This design comes from an exercise in tuning for small area, a short achievable clock period and few clock cycles per item on the open sky130 flow, not from production work.
Where RTL was checked, it was by simulation tests only, not by an equivalence proof against the original.

==> flow/design.v (excerpt) <==
module geofence (clk,
                 reset,
                 X,
                 Y,
                 valid,
                 is_inside);
    input clk;
    input reset;
    input [9:0] X;
    input [9:0] Y;
    output valid;
    output is_inside;
    reg [3:0] cnt;
    reg [9:0] px, py;
    reg [10:0] ux, sx, sy, ex, ey;        
    reg uys;                              
    reg [9:0] uyn;                        
    wire [10:0] uy = {uys, ~uyn};
    reg ins, vld;
    wire ncs, nce;
    wire cs = ~ncs, ce = ~nce;
    wire [9:0] nsx = ~sx[9:0], nex = ~ex[9:0], nuy = uyn;
    CrossProduct C0 (.ax(sx), .ay(sy), .bx(ux), .by(uy), .nax(nsx), .nby(nuy), .npos(ncs));
    CrossProduct C1 (.ax(ex), .ay(ey), .bx(ux), .by(uy), .nax(nex), .nby(nuy), .npos(nce));
    assign valid = vld;
    assign is_inside = ins;
    always @(posedge clk or posedge reset) begin
        if (reset) begin
            cnt <= 4'd0;
  ...
For scale: ~1400 cells after synthesis.
Settings: LEC_CHECK=0, CAP_MARGIN=20, CORE_MARGIN=2, CORE_UTILIZATION=40, CTS_BUF_LIST=sky130_fd_sc_hd__clkbuf_4 sky130_fd_sc_hd__clkbuf_8, SETUP_SLACK_MARGIN=1.75, SLEW_MARGIN=20, SYNTH_HIERARCHICAL=1, SYNTH_MINIMUM_KEEP_SIZE=0; clock period 7.5 ns.
run.sh (not shown) runs the stock make flow with config.mk's settings and CLKGATE_MAP_FILE= SYNTH_SCRIPT=/design/flow/synth_recipe.tcl, a recipe that flattens the netlist after the stock synthesis.
The baseline completed without violations.
Edit:
Settings changed: SETUP_SLACK_MARGIN 1.75 to 1.6.
What happened:
- The changed run ran to the end with no violations
- die area stays the same
- register-to-register slack loses 0.12 ns
- sequential share of layout area rose by 0.47 points
- utilization came out lower by 1.8 points
- sequential cell count stays the same
- worst setup slack gets worse by 0.12 ns
- count of clock-buffer cells in the layout stays the same
Edit:
Settings changed: SETUP_SLACK_MARGIN 1.6 to 1.25.
Routed wire length falls slightly.
Design area is lower by a few percent.
Sequential share of layout area goes up by 0.54 points.
Synthesized area does not change.
Clock-buffer cell count is unchanged.
First-iteration DRC count is higher by a little under a tenth.
Fmax goes down by a few percent.
Global-route usage barely changes.
Core utilization is lower by 1.6 points.
Edit:
Settings changed: SETUP_SLACK_MARGIN 1.25 to 1.5.
After rerunning: The new run passed the timing, design-rule and antenna checks. Hold slack barely changes. Register-to-register slack improves by 0.24 ns. Worst setup slack improves by 0.24 ns. Maximum frequency rises by 4.1%. Global-route usage stays the same. Via count rises by 1.6%. Count of clock-buffer cells in the layout does not change. Final area rises by 2.1%. Final cell count rises by 1.9%.
No functional check of the RTL was part of any run of this note.

== cedar ==
geofence, a different RTL version from the one above (not shown whole).
For scale: roughly 92 flip-flops, roughly 24 I/O pins, about 0.014 mm^2 of cells after synthesis.
export LEC_CHECK = 0
export CAP_MARGIN = 20
export CORE_MARGIN = 2
export CORE_UTILIZATION = 40
export SLEW_MARGIN = 20
export SYNTH_HIERARCHICAL = 1
export SYNTH_MINIMUM_KEEP_SIZE = 0
create_clock -name core_clock -period 7.5 [get_ports {clk}]
Testbench counts of cedar, summed over its fixed seeds: cycles 28,800, tests 3,200.
For oak, these inputs were changed with respect to cedar:
diff --git a/flow/config.mk b/flow/config.mk
--- a/flow/config.mk
+++ b/flow/config.mk
@@ -10,0 +11 @@
+export SETUP_SLACK_MARGIN = 3.0
Results
oak vs cedar, critical-path cell with the highest stage delay: fa_2 vs dfxtp_1. Changes observed in oak relative to cedar: layout cell share with drive strength beyond 1 increased 6.7 points, clock buffer count in the final layout increased 1.

Another version of the RTL of geofence (not shown whole).
Size in the first run: about 24 I/O pins, roughly 15,000 µm² of cells after synthesis.
clock: 7.5 ns
lec_check: 0
cap_margin: 20
core_margin: 2
core_utilization: 40
place_density: 0.8
setup_slack_margin: 2.0
slew_margin: 20
synth_hierarchical: 1
synth_minimum_keep_size: 0
Testbench counts at the start, summed over its fixed seeds: cycles 28,800, tests 3,200.
Next try:
Settings changed: CTS_BUF_LIST set to sky130_fd_sc_hd__clkbuf_4 sky130_fd_sc_hd__clkbuf_8, PLACE_DENSITY 0.8 to not set.
=> The changed run finished with timing, DRC and antenna clean; maximum frequency is higher by 4.3%; worst setup slack gets better by 250 ps; design area is lower by 1.9%; wire length is lower by 3.9%.
Next try:
Settings changed: CTS_BUF_LIST sky130_fd_sc_hd__clkbuf_4 sky130_fd_sc_hd__clkbuf_8 to not set, SETUP_SLACK_MARGIN 2.0 to 1.0.
Result: The changed run completed with no timing, DRC or antenna violations. Critical path depth falls by 1. Global-route usage fell by 0.71 points. Via count went down by 2.7%. Final area drops by about 5%. Worst hold slack got worse by 14 ps. Synthesized cell count does not change. Routed wire length went down by 4.0%. Core utilization is lower by 2.2 points. Setup slack loses 530 ps.
Next try:
Settings changed: SETUP_SLACK_MARGIN 1.0 to 2.5.
The changed run produced a clean layout.
Worst setup slack improved by 540 ps.
Wire length climbs by a few percent.
Global-route usage climbs by 0.58 points.
Clock skew drops by 4.2 ps.
Synthesized area is unchanged.
Fmax climbs by roughly a tenth.
Clock-buffer cell count is unchanged.
Cell count climbs by a few percent.

## job 3305
geofence, a different RTL version from the one above (not shown whole).
Size: ~24 I/O pins, ~0.014 mm² of cells after synthesis.
clock: 7.5 ns
lec_check: 0
cap_margin: 20
core_margin: 2
core_utilization: 40
cts_buf_list: sky130_fd_sc_hd__clkbuf_4 sky130_fd_sc_hd__clkbuf_8
place_density: 0.7
setup_slack_margin: 1.5
slew_margin: 20
synth_hierarchical: 1
synth_minimum_keep_size: 0
Job 3305 closes out successfully: all stages finished, all timing, DRC and antenna checks passed.
Testbench counts of job 3305, summed over its fixed seeds: cycles 28,800, tests 3,200.
The inputs of job 4567 differ from those of job 3305 as listed below.
# job 3305
export LEC_CHECK = 0
export CAP_MARGIN = 20
export CORE_MARGIN = 2
export CORE_UTILIZATION = 40
export CTS_BUF_LIST = sky130_fd_sc_hd__clkbuf_4 sky130_fd_sc_hd__clkbuf_8
export PLACE_DENSITY = 0.7
export SETUP_SLACK_MARGIN = 1.5
export SLEW_MARGIN = 20
export SYNTH_HIERARCHICAL = 1
export SYNTH_MINIMUM_KEEP_SIZE = 0
create_clock -name core_clock -period 7.5 [get_ports {clk}]
# job 4567
export LEC_CHECK = 0
export CAP_MARGIN = 20
export CORE_MARGIN = 2
export CORE_UTILIZATION = 40
export CTS_BUF_LIST = sky130_fd_sc_hd__clkbuf_2 sky130_fd_sc_hd__clkbuf_4 sky130_fd_sc_hd__clkbuf_8
export SETUP_SLACK_MARGIN = 1.5
export SLEW_MARGIN = 20
export SYNTH_HIERARCHICAL = 1
export SYNTH_MINIMUM_KEEP_SIZE = 0
create_clock -name core_clock -period 7.5 [get_ports {clk}]
--- outcome ---
Of the two values seen for worst setup path endpoint, ex[1] was produced by job 3305 and sx[9] by job 4567.
Vias: job 4567 fewer than job 3305
Compared with job 3305, job 4567 shows a final cycle utilization of the critical path that is 0.66 points lower.
Job 4567 vs. job 3305: layout overhead on the synthesized area has decreased, net total in the final layout down 0.34%.
Job 3305 has lower worst path setup slack after routing than job 4567.
Design area on job 4567 is ahead of job 3305.
Relative to job 4567, the following input files were edited for job 1202:
# job 4567
export LEC_CHECK = 0
export CAP_MARGIN = 20
export CORE_MARGIN = 2
export CORE_UTILIZATION = 40
export CTS_BUF_LIST = sky130_fd_sc_hd__clkbuf_2 sky130_fd_sc_hd__clkbuf_4 sky130_fd_sc_hd__clkbuf_8
export SETUP_SLACK_MARGIN = 1.5
export SLEW_MARGIN = 20
export SYNTH_HIERARCHICAL = 1
export SYNTH_MINIMUM_KEEP_SIZE = 0
create_clock -name core_clock -period 7.5 [get_ports {clk}]
# job 1202
export LEC_CHECK = 0
export CAP_MARGIN = 20
export CORE_MARGIN = 2
export CORE_UTILIZATION = 40
export CTS_BUF_LIST = sky130_fd_sc_hd__clkbuf_4 sky130_fd_sc_hd__clkbuf_8
export SETUP_SLACK_MARGIN = 1.4
export SLEW_MARGIN = 20
export SYNTH_HIERARCHICAL = 1
export SYNTH_MINIMUM_KEEP_SIZE = 0
create_clock -name core_clock -period 7.5 [get_ports {clk}]
## What came out
- A termination of the worst setup path of sy[6] is what job 1202 shows, while sx[9] belongs to job 4567.
- First-iteration DRC count: job 1202 and job 4567 compared, lower one is job 1202
- Register clock-pin slew on the reported worst setup and hold paths essentially unchanged between job 4567 and job 1202.
- Between job 1202 and job 4567, the end-of-flow core utilization does not differ in any meaningful way.
- Via count of job 1202 is on par with job 4567.
- Diff job 4567..job 1202 | hold slack | negligible
### job 1202 -> job 8018
# job 1202
export LEC_CHECK = 0
export CAP_MARGIN = 20
export CORE_MARGIN = 2
export CORE_UTILIZATION = 40
export CTS_BUF_LIST = sky130_fd_sc_hd__clkbuf_4 sky130_fd_sc_hd__clkbuf_8
export SETUP_SLACK_MARGIN = 1.4
export SLEW_MARGIN = 20
export SYNTH_HIERARCHICAL = 1
export SYNTH_MINIMUM_KEEP_SIZE = 0
create_clock -name core_clock -period 7.5 [get_ports {clk}]
# job 8018
export LEC_CHECK = 0
export CAP_MARGIN = 20
export CORE_MARGIN = 2
export CORE_UTILIZATION = 40
export CTS_BUF_LIST = sky130_fd_sc_hd__clkbuf_4 sky130_fd_sc_hd__clkbuf_8
export SETUP_SLACK_MARGIN = 1.5
export SLEW_MARGIN = 20
export SYNTH_HIERARCHICAL = 1
export SYNTH_MINIMUM_KEEP_SIZE = 0
create_clock -name core_clock -period 7.5 [get_ports {clk}]
==> comparison <==
The final layout from job 8018, which completed every stage, passed the timing, design-rule and antenna checks at the end of the flow. Compared job 8018 against job 1202; cell area within noise. [compare] base=job 1202 new=job 8018: shortest period the worst path allows down 0.097 ns; sequential share of layout area flat.
--- input diff job 8018..job 5835 ---
# job 8018
export LEC_CHECK = 0
export CAP_MARGIN = 20
export CORE_MARGIN = 2
export CORE_UTILIZATION = 40
export CTS_BUF_LIST = sky130_fd_sc_hd__clkbuf_4 sky130_fd_sc_hd__clkbuf_8
export SETUP_SLACK_MARGIN = 1.5
export SLEW_MARGIN = 20
export SYNTH_HIERARCHICAL = 1
export SYNTH_MINIMUM_KEEP_SIZE = 0
create_clock -name core_clock -period 7.5 [get_ports {clk}]
# job 5835
export LEC_CHECK = 0
export CAP_MARGIN = 20
export CORE_MARGIN = 2
export CORE_UTILIZATION = 50
export CTS_BUF_LIST = sky130_fd_sc_hd__clkbuf_4 sky130_fd_sc_hd__clkbuf_8
export SETUP_SLACK_MARGIN = 1.5
export SLEW_MARGIN = 20
export SYNTH_HIERARCHICAL = 1
export SYNTH_MINIMUM_KEEP_SIZE = 0
create_clock -name core_clock -period 7.5 [get_ports {clk}]
Findings:
Job 5835: flow completed, timing, DRC and antenna clean. Job 5835 against job 8018: worst hold slack roughly the same; final critical path time including I/O delays and setup went up. Job 5835 vs. job 8018: met2 routed wirelength picked up an extra 3.6%; layout clock buffer count has decreased; sequential share of cell area now sits higher. Job 5835: floorplan die height is 10% lower than what job 8018 reported. The slew at the pin closest to its max-slew limit of job 5835 falls short of that of job 8018 by 0.020 ns. Routed wire in job 5835 totals more than in job 8018. Clock latency on the worst-skew pair essentially unchanged between job 8018 and job 5835.

## port drivers added, routing unchanged
The results above use ideal ports. As a check the final layouts listed here were re-extracted and re-timed, cells and wires unchanged. Step 1, drivers: a clkbuf_16 drives clk and a buf_2 each remaining input, both assumed. Step 2 times the ports against the registers' clock, not the clock port: input delays grow and output delays shrink by t, the midpoint of the rising clock arrivals with the driver on. a / b / c = ideal ports / drivers / drivers and shift; a / b = the first two.
| run | t (ns) | slack for setup (ns) | worst hold slack (ns) | slew at the worst register clock pin (ns) | pins driven straight from the clock port |
|---|---|---|---|---|---|
| the first run of note 1 | 0.416 | 1.955 / 1.955 / 1.955 | 0.494 / 0.494 / 0.494 | 0.10 / 0.10 | 1 |
| the second run of note 1 | 0.409 | 1.831 / 1.831 / 1.831 | 0.494 / 0.494 / 0.494 | 0.10 / 0.10 | 1 |
| the third run of note 1 | 0.409 | 1.553 / 1.553 / 1.553 | 0.493 / 0.493 / 0.493 | 0.10 / 0.10 | 1 |
| the fourth run of note 1 | 0.413 | 1.789 / 1.789 / 1.789 | 0.494 / 0.494 / 0.494 | 0.10 / 0.10 | 1 |
| cedar | 0.389 | 0.904 / 0.904 / 0.904 | 0.494 / 0.494 / 0.494 | 0.07 / 0.07 | 1 |
| oak | 0.386 | 1.339 / 1.339 / 1.339 | 0.502 / 0.502 / 0.502 | 0.07 / 0.07 | 1 |
| the first run of note 3 | 0.383 | 1.551 / 1.551 / 1.551 | 0.489 / 0.489 / 0.489 | 0.08 / 0.08 | 1 |
| the second run of note 3 | 0.389 | 1.797 / 1.797 / 1.797 | 0.501 / 0.501 / 0.501 | 0.10 / 0.10 | 1 |
| the third run of note 3 | 0.369 | 1.264 / 1.264 / 1.264 | 0.487 / 0.487 / 0.487 | 0.07 / 0.07 | 1 |
| the fourth run of note 3 | 0.378 | 1.800 / 1.800 / 1.800 | 0.485 / 0.485 / 0.485 | 0.07 / 0.07 | 1 |
| job 3305 | 0.399 | 1.729 / 1.729 / 1.729 | 0.520 / 0.520 / 0.520 | 0.09 / 0.09 | 1 |
| job 4567 | 0.395 | 1.779 / 1.779 / 1.779 | 0.491 / 0.491 / 0.491 | 0.09 / 0.09 | 1 |
| job 1202 | 0.396 | 1.682 / 1.682 / 1.682 | 0.491 / 0.491 / 0.491 | 0.09 / 0.09 | 1 |
| job 8018 | 0.395 | 1.779 / 1.779 / 1.779 | 0.491 / 0.491 / 0.491 | 0.09 / 0.09 | 1 |
| job 5835 | 0.395 | 1.722 / 1.722 / 1.722 | 0.492 / 0.492 / 0.492 | 0.11 / 0.11 | 1 |
After both steps setup and hold are still met in every run listed.
